From an optimization exercise on the open Yosys and OpenROAD flow, aimed at small area; shortcuts taken in it are not production practice.
Function was checked by simulation only, so behaviour that the tests miss may differ from the original.
No activity file was given, so power comes from the tool's default toggle rates.

Setup of run 1:
Design ov2640_cfg_top, start of the top module:
module ov2640_cfg_top (
    input        clk,                
    input        rst_n,              
    input        zoom_in,            
    input        zoom_out,           
    input        resend,             
    output       config_finished,    
    output       sioc,               
    output       siod_o,             
    output       siod_oe,            
    output       cam_reset,          
    output       cam_pwdn            
);
assign cam_reset = 1'b1;
assign cam_pwdn  = 1'b0;
reg  [7:0] zoom_counter;
wire       zoom_dn = zoom_out & ~zoom_in;
wire [7:0] zoom_x  = zoom_counter ^ {8{zoom_dn}};
wire [8:0] zoom_t;
assign zoom_t[0] = zoom_in | zoom_out;
genvar gi;
generate for (gi = 0; gi < 8; gi = gi + 1) begin : g_zoom
    assign zoom_t[gi+1] = zoom_t[gi] & zoom_x[gi];
end endgenerate
always @(posedge clk) begin
    if (!rst_n)
        zoom_counter <= 8'b0;
    else
        zoom_counter <= zoom_counter ^ zoom_t[7:0];
end
localparam [7:0] OFF = 8'd31;
reg  [13:0] c;
reg  [7:0]  cur;
reg         z, o, rs_d;
reg  [7:0]  zsnap;
wire       idle = c[13];
wire [4:0] k    = c[12:8];
wire [7:0] ptr  = z ? OFF + {7'b0, o} : cur;      
wire       fin  = ~z & (cur == OFF + 8'd231);     
  ...
For scale: ~780 cells after synthesis, roughly 41 flip-flops, roughly 11 I/O pins, about 0.0050 mm² of cells after synthesis.
export LEC_CHECK = 0
export CAP_MARGIN = 20
export CORE_MARGIN = 2
export CORE_UTILIZATION = 25
export SLEW_MARGIN = 20
create_clock -name core_clock -period 10.0 [get_ports {clk}]
standard.sh (not shown) runs the stock make flow with config.mk's settings and CLKGATE_MAP_FILE= SYNTH_SCRIPT=/design/flow/synth_recipe.tcl, a recipe that flattens the netlist after the stock synthesis.
==> flow/flow/run.sh <==
#!/bin/bash
# Layout flow: the standard flow (standard.sh), with one change: the
# synthesis maps the logic with an area-oriented ABC script (flow/my_abc.script,
# no gate up-sizing or buffering) instead of ORFS's. flow/my_synth.tcl swaps the
# script into the abc call and otherwise runs synth_recipe.tcl as it is, so the
# registers come out as the standard synthesis makes them.
set -euo pipefail
work=$(pwd)
sed "s#SYNTH_SCRIPT=[^ ]*#SYNTH_SCRIPT=$work/flow/my_synth.tcl#" standard.sh > my_standard.sh
grep -q "SYNTH_SCRIPT=$work/flow/my_synth.tcl" my_standard.sh
bash my_standard.sh > flow_make.log 2>&1 || { tail -50 flow_make.log; exit 1; }
tail -5 flow_make.log
==> flow/flow/my_abc.script <==
strash
&get -n
&dch
&nf -R 1000
&put
topo
==> flow/flow/my_synth.tcl <==
# Standard synthesis (synth_recipe.tcl) with two changes to how the logic is
# mapped, none to the registers (they are mapped before either takes effect):
#  - ABC runs flow/my_abc.script, an area-oriented mapping without ORFS's gate
#    up-sizing and buffering, in place of ORFS's script;
#  - Yosys does not pre-map adders to half/full-adder cells (ADDER_MAP_FILE
#    cleared), so ABC maps that logic too.
set my_abc_script [file join [file dirname [file normalize [info script]]] my_abc.script]
set ::env(ADDER_MAP_FILE) ""
proc abc {args} {
  global my_abc_script
  set i [lsearch -exact $args -script]
  if {$i >= 0} { set args [lreplace $args [expr {$i + 1}] [expr {$i + 1}] $my_abc_script] }
  yosys abc {*}$args
}
source [file join [file dirname [file normalize [info script]]] .. synth_recipe.tcl]
Run 1 went all the way through synthesis, placement and routing and the layout is clean on timing, DRC and antenna.
Edits applied to the flow inputs when going from run 1 to run 2:
Settings: a change of CORE_UTILIZATION from 25 to 30.
==> flow/flow/run.sh <==
#!/bin/bash
# Layout flow: the standard flow (standard.sh) with these changes:
#  - synthesis maps the logic with an area-oriented ABC script
#    (flow/my_abc.script: &deepsyn, then &dch/&nf mapping with mfs2
#    resubstitution; no gate up-sizing or buffering) instead of ORFS's.
#    flow/my_synth.tcl swaps that script into the abc call and otherwise runs
#    synth_recipe.tcl as it is, so the registers come out as the standard
#    synthesis makes them.
# Each tool's full output is in flow_make.log and in orfs/logs/.
set -euo pipefail
work=$(pwd)
sed "s#SYNTH_SCRIPT=[^ ]*#SYNTH_SCRIPT=$work/flow/my_synth.tcl#" standard.sh > my_standard.sh
grep -q "SYNTH_SCRIPT=$work/flow/my_synth.tcl" my_standard.sh
bash my_standard.sh > flow_make.log 2>&1 || { tail -50 flow_make.log; exit 1; }
tail -5 flow_make.log
-- flow/flow/my_abc.script --
<<< run 1, line 3
&dch
>>> run 2, line 3
&deepsyn -T 900
&put
&get -n
&dch -f
&nf -R 1000
&put
mfs2
strash
&get -n
&dch -f
&nf -R 1000
&put
mfs2
strash
&get -n
&dch -f
### Flow results
Compared with run 1, pin count of the biggest net entering global routing in run 2 increased by a few percent. On run 2: total met2 wirelength after detailed routing is about 12% lower than what run 1 gave. Per the comparison of run 2 with run 1, least setup slack across all paths after layout fell by 140 ps, longest individual stage delay on the worst path fell by 220 ps, area after synthesis fell by 7.2%, clock skew stayed essentially flat. Compared to run 1, the routing of run 2 uses less wire. The flow did not stop early for run 2: all stages ran, and the layout cleared the timing, DRC and antenna checks. Run 2 — sequential share of power 0.7 points higher, run 1 as reference. Comparing routability congestion estimate for run 2 and run 1, the bigger number came from run 1. On final area: between run 2 and run 1, it ends up higher for run 1. Across both runs, relative slew slack was higher for run 2 than for run 1.
Inputs modified between run 2 and run 3:
-- flow/flow/run.sh --
<<< run 2, line 4
#    (flow/my_abc.script: &deepsyn, then &dch/&nf mapping with mfs2
>>> run 3, line 4
#    (flow/my_abc.script: &deepsyn for 25 minutes, then &dch/&nf mapping with mfs2
<<< run 2, line 8
#    synthesis makes them.
>>> run 3, line 8
#    synthesis makes them;
#  - clock tree: clkbuf_8 buffers, no sink clustering, no dummy loads (CTS_ARGS).
<<< run 2, line 14
>>> run 3, line 15
export CTS_ARGS="-repair_clock_nets -buf_list sky130_fd_sc_hd__clkbuf_8 -dont_use_dummy_load"
-- flow/flow/my_abc.script --
<<< run 2, line 3
&deepsyn -T 900
>>> run 3, line 3
&deepsyn -T 1500
--- outcome ---
Diff run 2 -> run 3: via count comparable; first-pass GRT wire length comparable; via count normalized by instance count comparable. Per the comparison of run 3 with run 2, combinational fraction of design power grew by 1.0 points, layout-stage area growth over the synthesis result shrank by 2.1 points, number of violations of the max-capacitance limit held steady, highest clock rate shrank by 0.68%.
[inputs] run 4 vs run 3
Settings: swapping 30 for 40 in CORE_UTILIZATION.
-- flow/flow/run.sh --
<<< run 3, line 4
#    (flow/my_abc.script: &deepsyn for 25 minutes, then &dch/&nf mapping with mfs2
>>> run 4, line 4
#    (flow/my_abc.script: &deepsyn for 15 minutes, then &dch/&nf mapping with mfs2
-- flow/flow/my_abc.script --
<<< run 3, line 3
&deepsyn -T 1500
>>> run 4, line 3
&deepsyn -T 900
- Per the comparison of run 4 with run 3, combined global-route utilization of all metal layers went up by 9.0 points; weighted congestion reported at the end of routability-driven placement went up by 3.2%.
- Measured against run 3, the vertical die dimension of run 4 comes out at 0.870 times the reference value.
- [diff] routed wire length, run 4 relative to run 3: improvement
- Run 4 vs run 3: power down slightly
- Looking at uppermost layer routed, the met5 result is from run 4; the met4 one comes from run 3.

port drivers added, routing unchanged:
The flow's constraints put no driver on any port. The routed layouts listed below were extracted and timed again, unchanged, in two steps.
Step 1 sets driving cells, clkbuf_16 on the clock port and buf_2 on the other inputs (assumed; they add their load-dependent delay and slew).
Step 2 adds t to the input delays and takes it off the output delays; t is the mean of the earliest and latest rising clock arrival at the registers after step 1. Input paths then give back, and output paths get back, about the clock's delay inside the block.
a / b / c = no drivers / after step 1 / after step 2; a / b = the first two.
run | shift t [ns] | slack for setup (ns) | hold WS [ns] | slew at the worst register clock pin (ns) | worst slew at a driven data input, ns
run 1 | 0.317 | 2.004 / 1.970 / 2.287 | 0.441 / 0.441 / 0.441 | 0.06 / 0.06 | 0.03
run 2 | 0.322 | 1.859 / 1.822 / 2.144 | 0.433 / 0.433 / 0.433 | 0.07 / 0.07 | 0.03
run 3 | 0.321 | 1.803 / 1.772 / 2.093 | 0.437 / 0.437 / 0.437 | 0.09 / 0.09 | 0.03
run 4 | 0.315 | 2.018 / 1.990 / 2.304 | 0.458 / 0.458 / 0.458 | 0.08 / 0.08 | 0.03
After both steps setup and hold are still met in every run listed.
